This is an optimization exercise on Yosys and OpenROAD, whose aim is small area, not a production implementation.
Function was checked by simulation only, so behaviour that the tests miss may differ from the original.
Power and IR drop assume default switching activity.

==> flow/design.v <==
module S_AXI_LITE#(
		parameter integer S_AXI_LITE_SIZE = 5,
		parameter integer S_AXI_DATA_SIZE = 32 
		)(
		input S_AXI_ACLK,
		input S_AXI_ARESETN,
        input  [ 31 : 0] S_AXI_LITE_ARADDR,
        output S_AXI_LITE_ARREADY,
        input  S_AXI_LITE_ARVALID,
        output S_AXI_LITE_RVALID,
        input  S_AXI_LITE_RREADY,
        output [S_AXI_DATA_SIZE - 1: 0] S_AXI_LITE_RDATA,
        input  [ 31 : 0] S_AXI_LITE_AWADDR,
        output S_AXI_LITE_AWREADY,
        input  S_AXI_LITE_AWVALID,
        input  S_AXI_LITE_WVALID,
        output S_AXI_LITE_WREADY,
        input  [S_AXI_DATA_SIZE - 1: 0] S_AXI_LITE_WDATA,
        output S_AXI_LITE_BVALID,
        input S_AXI_LITE_BREADY
		);
		reg [S_AXI_DATA_SIZE - 1: 0] axi_reg0;
		reg [S_AXI_DATA_SIZE - 1: 0] axi_reg1;
		reg [S_AXI_DATA_SIZE - 1: 0] axi_reg2;
		reg [S_AXI_DATA_SIZE - 1: 0] axi_reg3;
		reg [S_AXI_DATA_SIZE - 1: 0] axi_reg4;
		reg [S_AXI_DATA_SIZE - 1: 0] axi_reg5;
        reg [ 31 : 0] axi_araddr ;
        reg [ 31 : 0] axi_awaddr ;
        reg [S_AXI_DATA_SIZE - 1: 0] axi_wdata;
        reg [S_AXI_DATA_SIZE - 1: 0] axi_rdata;
        reg awready;
        reg wready;
        reg awlatch;
        reg bvalid;
        reg axi_wen;
        reg axi_wack;
        reg arready;
        reg rvalid;
        reg axi_rvalid;
        assign S_AXI_LITE_AWREADY = awready;
        assign S_AXI_LITE_WREADY  = wready;
        assign S_AXI_LITE_BVALID = bvalid;
        assign S_AXI_LITE_ARREADY = arready;
        assign S_AXI_LITE_RVALID = axi_rvalid;
        assign S_AXI_LITE_RDATA = axi_rdata;
        always@(posedge S_AXI_ACLK)
          if(S_AXI_ARESETN == 'b0)
            bvalid <= 0;
          else if(S_AXI_LITE_BREADY && ~bvalid)
            bvalid <= 'b1;
          else
            bvalid <= 'b0;
        always@(posedge S_AXI_ACLK)
          if(S_AXI_ARESETN == 'b0)
            awready <= 'b0;
          else if(S_AXI_LITE_AWVALID && S_AXI_LITE_WVALID && ~awready)
            awready <= 'b1;
          else if(wready)
            awready <= 'b0;
          else
            awready <= awready;
        always@(posedge S_AXI_ACLK)
            if(S_AXI_ARESETN == 'b0)
                axi_awaddr <= 0;
            else if (awready)
                axi_awaddr <= S_AXI_LITE_AWADDR;
            else
                axi_awaddr <= axi_awaddr;
        always@(posedge S_AXI_ACLK)
          if(S_AXI_ARESETN == 'b0)
            wready <= 0;
          else if(S_AXI_LITE_WVALID && ~wready && awready)
            wready <= 'b1;
          else
            wready <= 'b0;
        always@(posedge S_AXI_ACLK)
          if(S_AXI_ARESETN == 'b0) begin
            axi_wdata <= 0;
            axi_wen <= 0;
          end else if(awready && wready) begin
            axi_wdata <= S_AXI_LITE_WDATA;
            axi_wen <= 'b1;
          end else if(axi_wen)
            axi_wen <= 'b0;
          else begin
            axi_wdata <= axi_wdata;
            axi_wen <= axi_wen;
          end
        always@(posedge S_AXI_ACLK)
          if(S_AXI_ARESETN == 'b0)begin
		    axi_reg0 <= 0;
		    axi_reg1 <= 0;
		    axi_reg2 <= 0;
		    axi_reg3 <= 0;
		    axi_reg4 <= 0;
		    axi_reg5 <= 0;
		  end else if (axi_awaddr[ S_AXI_LITE_SIZE - 1 :0] == 5'd0)begin
            if(axi_wen) begin
             axi_reg0<= axi_wdata;
             axi_wack <= 'b1;
            end else begin
             axi_reg0<= axi_reg0;
             axi_wack <= 'b0;
            end
		  end else if (axi_awaddr[ S_AXI_LITE_SIZE - 1 :0] == 5'd4)begin
            if(axi_wen) begin
             axi_reg1<= axi_wdata;
             axi_wack <= 'b1;
            end else begin
             axi_reg1<= axi_reg1;
             axi_wack <= 'b0;
            end
		  end else if (axi_awaddr[ S_AXI_LITE_SIZE - 1 :0] == 5'd8)begin
            if(axi_wen) begin
             axi_reg2<= axi_wdata;
             axi_wack <= 'b1;
            end else begin
             axi_reg2<= axi_reg2;
             axi_wack <= 'b0;
            end
		  end else if (axi_awaddr[ S_AXI_LITE_SIZE - 1 :0] == 5'd12)begin
            if(axi_wen) begin
             axi_reg3<= axi_wdata;
             axi_wack <= 'b1;
            end else begin
             axi_reg3<= axi_reg3;
             axi_wack <= 'b0;
            end
		  end else if (axi_awaddr[ S_AXI_LITE_SIZE - 1 :0] == 5'd16)begin
            if(axi_wen) begin
             axi_reg4<= axi_wdata;
             axi_wack <= 'b1;
            end else begin
             axi_reg4<= axi_reg4;
             axi_wack <= 'b0;
            end
		  end else if (axi_awaddr[ S_AXI_LITE_SIZE - 1 :0] == 5'd20)begin
            if(axi_wen) begin
             axi_reg5<= axi_wdata;
             axi_wack <= 'b1;
            end else begin
             axi_reg5<= axi_reg5;
             axi_wack <= 'b0;
            end
		  end
        always@(posedge  S_AXI_ACLK)
          if(S_AXI_ARESETN == 'b0)
            arready <= 'b0;
          else if(S_AXI_LITE_ARVALID && ~arready)
            arready <= 'b1;
          else
            arready <= 'b0;
        always@(posedge S_AXI_ACLK)
          if(S_AXI_ARESETN == 'b0)
            axi_araddr <= 0;
          else if(arready)
            axi_araddr <= S_AXI_LITE_ARADDR;
          else
            axi_araddr <= axi_araddr;
        always@(posedge  S_AXI_ACLK)
          if(S_AXI_ARESETN == 'b0)
            rvalid <= 'b0;
          else if(arready && S_AXI_LITE_RREADY && ~rvalid)
            rvalid <= 'b1;
          else
            rvalid <= 'b0;
        always@(posedge S_AXI_ACLK)
          if(S_AXI_ARESETN == 'b0)begin
            axi_rvalid <= 'b0;
            axi_rdata <= 'b0;
		  end else if(axi_araddr[ S_AXI_LITE_SIZE - 1 :0] == 5'd0)begin
            if(rvalid)begin
              axi_rdata <= axi_reg0;
              axi_rvalid <= 'b1;
            end else begin
              axi_rvalid <= 'b0;
              axi_rdata <= axi_rdata;
            end
		  end else if(axi_araddr[ S_AXI_LITE_SIZE - 1 :0] == 5'd4)begin
            if(rvalid)begin
              axi_rdata <= axi_reg1;
              axi_rvalid <= 'b1;
            end else begin
              axi_rvalid <= 'b0;
              axi_rdata <= axi_rdata;
            end
		  end else if(axi_araddr[ S_AXI_LITE_SIZE - 1 :0] == 5'd8)begin
            if(rvalid)begin
              axi_rdata <= axi_reg2;
              axi_rvalid <= 'b1;
            end else begin
              axi_rvalid <= 'b0;
              axi_rdata <= axi_rdata;
            end
		  end else if(axi_araddr[ S_AXI_LITE_SIZE - 1 :0] == 5'd12)begin
            if(rvalid)begin
              axi_rdata <= axi_reg3;
              axi_rvalid <= 'b1;
            end else begin
              axi_rvalid <= 'b0;
              axi_rdata <= axi_rdata;
            end
		  end else if(axi_araddr[ S_AXI_LITE_SIZE - 1 :0] == 5'd16)begin
            if(rvalid)begin
              axi_rdata <= axi_reg4;
              axi_rvalid <= 'b1;
            end else begin
              axi_rvalid <= 'b0;
              axi_rdata <= axi_rdata;
            end
		  end else if(axi_araddr[ S_AXI_LITE_SIZE - 1 :0] == 5'd20)begin
            if(rvalid)begin
              axi_rdata <= axi_reg5;
              axi_rvalid <= 'b1;
            end else begin
              axi_rvalid <= 'b0;
              axi_rdata <= axi_rdata;
            end
			end else begin
              axi_rvalid <= 'b0;
              axi_rdata <= axi_rdata;
            end
endmodule
==> flow/run.sh <==
#!/bin/bash
# synth_recipe.tcl (not shown) runs the flow's synth.tcl, then flattens the netlist and writes it again
# the make line also repeats each setting of config.mk as NAME=value (left out here)
make -C /OpenROAD-flow-scripts/flow DESIGN_CONFIG=/design/flow/config.mk WORK_HOME=/design/flow/orfs CLKGATE_MAP_FILE= SYNTH_SCRIPT=/design/flow/synth_recipe.tcl finish
==> flow/config.mk <==
export PLATFORM = sky130hd
export DESIGN_NAME = S_AXI_LITE
export DESIGN_NICKNAME = S_AXI_LITE
export VERILOG_FILES = /design/flow/design.v
export SDC_FILE = /design/flow/constraint.sdc
export NUM_CORES = 4
export LEC_CHECK = 0
export CAP_MARGIN = 20
export CORE_MARGIN = 2
export CORE_UTILIZATION = 40
export SLEW_MARGIN = 20
==> flow/constraint.sdc <==
create_clock -name core_clock -period 4.0 [get_ports {S_AXI_ACLK}]
set_input_delay 0.8000 -clock core_clock [delete_from_list [all_inputs] [get_ports {S_AXI_ACLK}]]
set_output_delay 0.8000 -clock core_clock [all_outputs]
set_load 0.01 [all_outputs]
==> results.py, run 1 <==
metrics = {
    "clocking": {
        "cts_resized": 0,
        "cts-htree-levels": 1,
        "insertion_delay_ps": 560,
        "hold_buffers": 0,
        "path_clk_slew_ps": 60,
        "cts_made_buffers": 30,
        "cts_tree": "built",
        "cts.path.max_buffers": 3,
        "clockRootBuffer": "clkbuf_16",
        "clkSinkCount": 273,
        "cts_setup_buffers": 0,
    },
    "setup_path": {
        "crit_type": "reg2out",
        "startpoint_type": "flip-flop",
        "end_kind": "output pin",
        "slowest_delay_ps": 630,
        "cp_num_buf_inv": 1,
        "critPathTopFamily": "buffers and inverters",
        "critPathMaxFanout": 10,
        "crit_arrival_ps": 1800,
        "cp.required_ps": 3200,
        "crit_slowest_cell": "clkdlybuf4s50_1",
        "path_cells": "clkdlybuf4s50_1",
    },
    "worst_hold_path": {
        "holdCritPathClass": "reg2reg",
    },
    "logic_synthesis": {
        "synth-seq-cells": 273,
        "syn-cell-area_um2": 11200,
        "synth_edf_count": 0,
        "syn_area_per_cell_um2": 8.05,
        "yosysWarnings": 1,
        "synthCells": 1391,
        "synth_top_flop_cell": "dfxtp_1",
        "ys_seq_area_share_pct": 48.8,
        "synthArstFlopShare_pct": 0,
        "yosysUniqueCellTypes": 49,
        "syn_nets": 1494,
    },
    "finish": {
        "fin_cells": 1794,
        "fillers": 2760,
        "stdcell_area_um2": 13200,
        "mostFrequentLayoutCell": "nand2_1",
        "layout_common_cells": "nand2_1, dfxtp_1, a21oi_1",
        "fin_nets": 1498,
        "syn_to_final_growth_pct": 17.6,
        "postLayoutCoreUtil_pct": 47.5,
        "antenna_cells": 0,
        "multi_input_area_um2": 5200,
        "regArea_um2": 5470,
        "layout-drive-gt1-share_pct": 5.51,
    },
    "timing": {
        "fin_skew_ps": 18.6,
        "setup_tns_ps": 0,
        "drv_slew": 0,
        "worst_pin_slew_ps": 1030,
        "hold_violations": 0,
        "max_freq_mhz": 385,
        "finalSetupViolCount": 0,
        "slew_headroom_pct": 31.1,
        "rsz0062_at_grt": "false",
        "worst_slack_ps": 1400,
        "period_share_pct": 64.9,
        "fin_crit_ps": 2600,
    },
    "place": {
        "place_congestion": 0.740,
        "placed_area_um2": 12200,
        "hpwlAfterDp_mm": 17.9,
        "post-place-ws_ps": 1140,
        "dp.cells": 1741,
        "io_buffers": 85,
    },
    "global_routing": {
        "grt.overflow.total": 0,
        "grt_pass1_vias": 8981,
        "grt_antenna_before_repair": 0,
        "grt_max_degree": 206,
        "grt_use_total_pct": 22.6,
        "grt_pass1_wl_mm": 51.9,
    },
    "die": {
        "die_h_um": 171,
        "initial_core_util_pct": 40.4,
        "pin_count": 140,
        "die_x_um": 171,
        "core_um2": 27700,
        "dieArea_um2": 29300,
        "num_rows": 61,
    },
    "power": {
        "power.leakage_nw": 4.34,
        "p_per_area_nw_per_um2": 445,
        "peakVddDrop_mv": 0.288,
    },
    "job": {
        "maxCapViolations": 0,
    },
    "route": {
        "drc": 0,
        "vias": 9816,
        "antenna_left": 0,
        "drtPass1Iterations": 6,
        "drtIter0Drc": 920,
        "routed_via_density": 5.47,
        "totalWireLength_mm": 33.6,
        "avgRoutedWirePerCell_um": 18.7,
    },
    "status": {
        "status": "complete, no violations",
    },
}
-- final cells by class --
class,count,area share (%)
Clock buffer,48,6.67
Clock inverter,5,0.846
Inverter,3,0.124
Multi-Input combinational cell,985,39.5
Sequential cell,273,41.5
Tap cell,378,3.59
Timing Repair Buffer,102,7.72
-- per-stage QoR --
step	total power, mW	hold WS, ps
floorplan	2.99	432
global placement	3.14	409
detailed placement	3.14	417
CTS	5.91	422
global route	6.04	443
finish	5.86	420
-- cells in the mapped netlist (2+ instances only) --
cell type  number  share of area (%)
a21boi_1        5               0.34
mux2i_1        42                3.8
o221ai_1        9               0.70
nor2b_1         3               0.17
nand2_1       389                 13
or3_1           2               0.11
and4b_1         3               0.27
a22o_1         32                2.5
clkbuf_1       82                2.7
o22a_1          9               0.70
nand4bb_1       2               0.20
buf_1           9               0.30
nor3_1          2              0.089
nor3b_2         2               0.22
o211ai_1       10               0.67
nor2_1         46                1.5
buf_4           3               0.20
o21ai_0        50                2.2
a21boi_0       17                1.1
o32ai_1        21                1.6
a21oi_1       226                 10
inv_1           2              0.067
buf_2          35                1.6
and3_1         26                1.5
o21ai_1         4               0.18
dfxtp_1       273                 49
a211oi_1       31                2.1
nand3_1        35                1.6
-- power breakdown --
group          total (mW)  internal, mW  switching (mW)
logic               0.301         0.118           0.183
clock network        2.78          1.68            1.10
registers            2.78          2.74          0.0412
total                5.86          4.54            1.32
-- registers in the layout, indices dropped and copies added (netlist names), 5 cells and up --
name,flops
axi_araddr,5
axi_reg0,32
axi_reg1,32
axi_reg2,32
axi_reg3,32
axi_reg5,32
axi_rdata,32
axi_wdata,32
axi_reg4,32
axi_awaddr,5
-- final timing paths --
check,to,startpoint,cells after the start,slack (ps)
min reg2reg,bvalid$_SDFF_PN0_,bvalid$_SDFF_PN0_,1,420
min,bvalid$_SDFF_PN0_,bvalid$_SDFF_PN0_,1,420
max reg2reg,axi_rdata[31]$_SDFFE_PN0P_,axi_araddr[4]$_SDFFE_PN0P_,4,1440
max,S_AXI_LITE_AWREADY,awready$_SDFFE_PN0P_,1,1400
-- routing by layer --
metal | vias up | wire length [um] | global-route usage, %
met5 | - | 0 | 0
met4 | 0 | 651 | 6.04
met1 | 4620 | 14900 | 30.6
met3 | 52 | 2280 | 2.99
li1 | 4804 | - | -
met2 | 340 | 15700 | 38.1
-- kinds of logic after synthesis --
group / after synthesis / share of synthesized area (%)
buf+inv: 133 / 5.02
flops: 273 / 48.8
mux: 43 / 3.86
simple gates: 523 / 19.6
compound gates: 419 / 22.7
==> run 2: changes to the inputs <==
==> flow/design.v (replaced) <==
module S_AXI_LITE#(
		parameter integer S_AXI_LITE_SIZE = 5,
		parameter integer S_AXI_DATA_SIZE = 32
		)(
		input S_AXI_ACLK,
		input S_AXI_ARESETN,
        input  [ 31 : 0] S_AXI_LITE_ARADDR,
        output S_AXI_LITE_ARREADY,
        input  S_AXI_LITE_ARVALID,
        output S_AXI_LITE_RVALID,
        input  S_AXI_LITE_RREADY,
        output [S_AXI_DATA_SIZE - 1: 0] S_AXI_LITE_RDATA,
        input  [ 31 : 0] S_AXI_LITE_AWADDR,
        output S_AXI_LITE_AWREADY,
        input  S_AXI_LITE_AWVALID,
        input  S_AXI_LITE_WVALID,
        output S_AXI_LITE_WREADY,
        input  [S_AXI_DATA_SIZE - 1: 0] S_AXI_LITE_WDATA,
        output S_AXI_LITE_BVALID,
        input S_AXI_LITE_BREADY
		);
        reg [S_AXI_DATA_SIZE - 1: 0] axi_reg0;
        reg [S_AXI_DATA_SIZE - 1: 0] axi_reg1;
        reg [S_AXI_DATA_SIZE - 1: 0] axi_reg2;
        reg [S_AXI_DATA_SIZE - 1: 0] axi_reg3;
        reg [S_AXI_DATA_SIZE - 1: 0] axi_reg4;
        reg [S_AXI_DATA_SIZE - 1: 0] axi_reg5;
        reg [S_AXI_DATA_SIZE - 1: 0] axi_rdata;
        reg awready;
        reg wready;
        reg bvalid;
        reg arready;
        reg rpend;       
        reg axi_rvalid;
        assign S_AXI_LITE_AWREADY = awready;
        assign S_AXI_LITE_WREADY  = wready;
        assign S_AXI_LITE_BVALID  = bvalid;
        assign S_AXI_LITE_ARREADY = arready;
        assign S_AXI_LITE_RVALID  = axi_rvalid;
        assign S_AXI_LITE_RDATA   = axi_rdata;
        wire [4:0] wa = S_AXI_LITE_AWADDR[4:0];
        wire [4:0] ra = S_AXI_LITE_ARADDR[4:0];
        wire wr = awready & wready;
        wire rmapped = (ra[1:0] == 2'b00) & ~(ra[4] & ra[3]);
        always @(posedge S_AXI_ACLK) begin
          if (!S_AXI_ARESETN) begin
            bvalid     <= 1'b0;
            awready    <= 1'b0;
            wready     <= 1'b0;
            arready    <= 1'b0;
            rpend      <= 1'b0;
            axi_rvalid <= 1'b0;
          end else begin
            bvalid     <= S_AXI_LITE_BREADY & ~bvalid;
            awready    <= awready ? ~wready : (S_AXI_LITE_AWVALID & S_AXI_LITE_WVALID);
            wready     <= S_AXI_LITE_WVALID & ~wready & awready;
            arready    <= S_AXI_LITE_ARVALID & ~arready;
            rpend      <= arready & S_AXI_LITE_RREADY & rmapped;
            axi_rvalid <= rpend;
          end
        end
        always @(posedge S_AXI_ACLK) begin
          if (!S_AXI_ARESETN) begin
            axi_reg0 <= 0;
            axi_reg1 <= 0;
            axi_reg2 <= 0;
            axi_reg3 <= 0;
            axi_reg4 <= 0;
            axi_reg5 <= 0;
          end else if (wr) begin
            case (wa)
              5'd0:  axi_reg0 <= S_AXI_LITE_WDATA;
              5'd4:  axi_reg1 <= S_AXI_LITE_WDATA;
              5'd8:  axi_reg2 <= S_AXI_LITE_WDATA;
              5'd12: axi_reg3 <= S_AXI_LITE_WDATA;
              5'd16: axi_reg4 <= S_AXI_LITE_WDATA;
              5'd20: axi_reg5 <= S_AXI_LITE_WDATA;
              default: ;
            endcase
          end
        end
        always @(posedge S_AXI_ACLK)
          if (arready)
            casez (ra[4:2])
              3'b000: axi_rdata <= axi_reg0;
              3'b001: axi_rdata <= axi_reg1;
              3'b010: axi_rdata <= axi_reg2;
              3'b011: axi_rdata <= axi_reg3;
              3'b1?0: axi_rdata <= axi_reg4;
              3'b1?1: axi_rdata <= axi_reg5;
            endcase
endmodule
==> run 2 against run 1 <==
- still clean
- clock skew shrank 5.2 ps
- global-route usage is 4.5 points lower
- design area shrank 11%
- worst hold slack better by 14 ps
- cell count decreased by 24%
- register-to-register slack gained 520 ps
- area after synthesis fell by 13%
- largest power group unchanged
==> results.py, run 2 <==
metrics = {
    "status": {
        "status": "complete, no violations",
    },
    "timing": {
        "worst_pin_slew_ps": 1030,
        "fin_crit_ps": 2490,
        "slew_headroom_pct": 31.6,
        "drv_slew": 0,
        "setup_tns_ps": 0,
        "max_freq_mhz": 401,
        "hold_violations": 0,
        "worst_slack_ps": 1510,
        "fin_skew_ps": 13.4,
        "finalSetupViolCount": 0,
        "period_share_pct": 62.3,
        "rsz0062_at_grt": "false",
    },
    "logic_synthesis": {
        "synth_top_flop_cell": "dfxtp_1",
        "synthArstFlopShare_pct": 0,
        "yosysUniqueCellTypes": 28,
        "synth_edf_count": 32,
        "yosys-top-cells-count": "nand2_1, mux2i_1, dfxtp_1, clkbuf_1, and3_1",
        "syn_area_per_cell_um2": 10.0,
        "syn-cell-area_um2": 9780,
        "post-synth-top-count-cell": "nand2_1",
        "syn_nets": 1080,
        "synth-seq-cells": 230,
        "synth.largest_area_cell": "dfxtp_1",
        "ys_seq_area_share_pct": 50.4,
        "ys_top_cells_by_area": "dfxtp_1, mux2i_1, nand2_1",
        "synthCells": 977,
        "yosysWarnings": 1,
        "synth_top_area_share_pct": 40.5,
    },
    "finish": {
        "fillers": 2253,
        "layout-drive-gt1-share_pct": 6.97,
        "multi_input_area_um2": 4370,
        "antenna_cells": 0,
        "layout_common_cells": "nand2_1, mux2i_1, dfxtp_1",
        "fin_nets": 1133,
        "mostFrequentLayoutCell": "nand2_1",
        "syn_to_final_growth_pct": 19.5,
        "postLayoutCoreUtil_pct": 48.3,
        "stdcell_area_um2": 11700,
        "regArea_um2": 4930,
    },
    "worst_hold_path": {
        "holdCritPathClass": "reg2reg",
    },
    "place": {
        "place_congestion": 0.717,
        "hpwlAfterDp_mm": 13.1,
        "io_buffers": 85,
        "post-place-ws_ps": 983,
        "placed_area_um2": 10900,
    },
    "setup_path": {
        "crit_type": "in2reg",
        "crit_arrival_ps": 2920,
        "path_cells": "clkdlybuf4s50_1, nor3_1, and3b_2, buf_4, mux2i_1",
        "slowest_delay_ps": 590,
        "critPathTopFamily": "simple AND/OR/NAND/NOR gates",
        "cp_num_buf_inv": 2,
        "end_kind": "flip-flop",
        "cp.required_ps": 4430,
        "crit_slowest_cell": "and3b_2",
        "startpoint_type": "input port",
        "critPathMaxFanout": 12,
    },
    "job": {
        "maxCapViolations": 0,
    },
    "route": {
        "drtPass1Iterations": 4,
        "drc": 0,
        "avgRoutedWirePerCell_um": 16.9,
        "routed_via_density": 5.13,
        "vias": 7036,
        "antenna_left": 0,
        "totalWireLength_mm": 23.2,
        "drtIter0Drc": 400,
    },
    "power": {
        "power.leakage_nw": 4.93,
        "peakVddDrop_mv": 0.168,
        "p_per_area_nw_per_um2": 417,
    },
    "clocking": {
        "clockRootBuffer": "clkbuf_16",
        "cts_tree": "built",
        "cts-htree-levels": 1,
        "cts.path.max_buffers": 3,
        "path_clk_slew_ps": 60,
        "insertion_delay_ps": 510,
        "hold_buffers": 0,
        "cts_resized": 0,
        "cts_setup_buffers": 0,
        "clkSinkCount": 230,
        "cts_made_buffers": 25,
    },
    "global_routing": {
        "grt_pass1_wl_mm": 37.8,
        "grt_max_degree": 94,
        "grt_antenna_before_repair": 0,
        "grt_use_total_pct": 18.1,
        "grt.overflow.total": 0,
        "grt_pass1_vias": 6959,
    },
    "die": {
        "num_rows": 57,
        "die_x_um": 160,
        "initial_core_util_pct": 40.4,
        "dieArea_um2": 25700,
        "core_um2": 24200,
        "die_h_um": 160,
        "pin_count": 140,
    },
}
run 2: final timing paths:
check | from | endpoint | slack (ps) | cells after the start
worst max-delay path | S_AXI_LITE_AWADDR[1] | axi_reg4[20]$_SDFFE_PN0P_ | 1510 | 5
worst min-delay path | rpend$_SDFF_PN0_ | axi_rvalid$_SDFF_PN0_ | 430 | 1
worst max register to register | awready$_SDFF_PN0_ | axi_reg2[11]$_SDFFE_PN0P_ | 1960 | 4
worst min register to register | rpend$_SDFF_PN0_ | axi_rvalid$_SDFF_PN0_ | 430 | 1
run 2: routing by layer:
metal  part of all wire, %  global-route usage (%)  vias to the layer above
met5                     0                       0                        -
met4                   1.3                    4.34                        0
met3                   4.0                    2.12                       23
met2                    47                    30.6                      116
met1                    47                    24.9                     3379
li1                      -                       -                     3518
run 2: worst reg2reg max path, stage by stage (launching register included):
cell and delay [ps]:
dfxtp_1 410, and4bb_2 290, nand3_2 610, buf_4 470
mux2i_1 140
run 2: metrics by stage:
stage	hold WS, ps	std cells	power [mW]
2_1_floorplan	412	977	2.56
3_3_place_gp	416	1327	2.71
3_5_place_dp	423	1327	2.71
4_1_cts	439	1372	4.93
5_1_grt	464	1372	5.05
6_report	435	1372	4.88
run 2: cell type report:
type	count	share of cell area, %
sequential	230	42.2
multi-input combinational	633	37.4
timing repair buffer	108	9.15
clock buffer	42	6.68
tap	324	3.47
inverter	32	1.03
clock inverter	3	0.128
run 2: report_power, final:
part	total (mW)	internal [mW]	switching (mW)
sequential	2.37	2.36	0.00596
clock	2.22	1.32	0.897
combinational	0.292	0.116	0.175
total	4.88	3.80	1.08
run 2: cell families (layout without fill, tap and decap cells):
group                  Yosys count  in the layout  synth area share (%)
muxes                          225            225                  23.0
buffers and inverters          114            185                  5.23
and+or+nand+nor                312            312                  13.6
DFF                            230            230                  50.4
AOI/OAI and AO/OA               96             96                  7.78

## port drivers added, routing unchanged
How much do the figures lean on ideal ports? The routed layouts below were timed once more, with nothing changed but the port constraints.
Step 1 assumes that a clkbuf_16 drives the clock port and a buf_2 every other input.
Step 2 times the ports against the registers' clock, not the clock port: input delays grow and output delays shrink by t, the midpoint of the rising clock arrivals with the driver on.
Three values: no drivers, after step 1, after step 2; two values: the first two.
| run | shift t [ns] | setup slack, ns | clock arrival spread, ns | worst slew at a driven data input, ns |
|---|---|---|---|---|
| run 1 | 0.597 | 1.404 / 1.357 / 1.103 | 0.020 / 0.020 | 0.04 |
| run 2 | 0.548 | 1.507 / 1.530 / 0.981 | 0.015 / 0.015 | 0.04 |
After both steps every run listed still meets setup and hold. For run 2, which loses most, drivers alone change the setup slack by +0.023 ns; drivers and shift together by -0.526 ns.
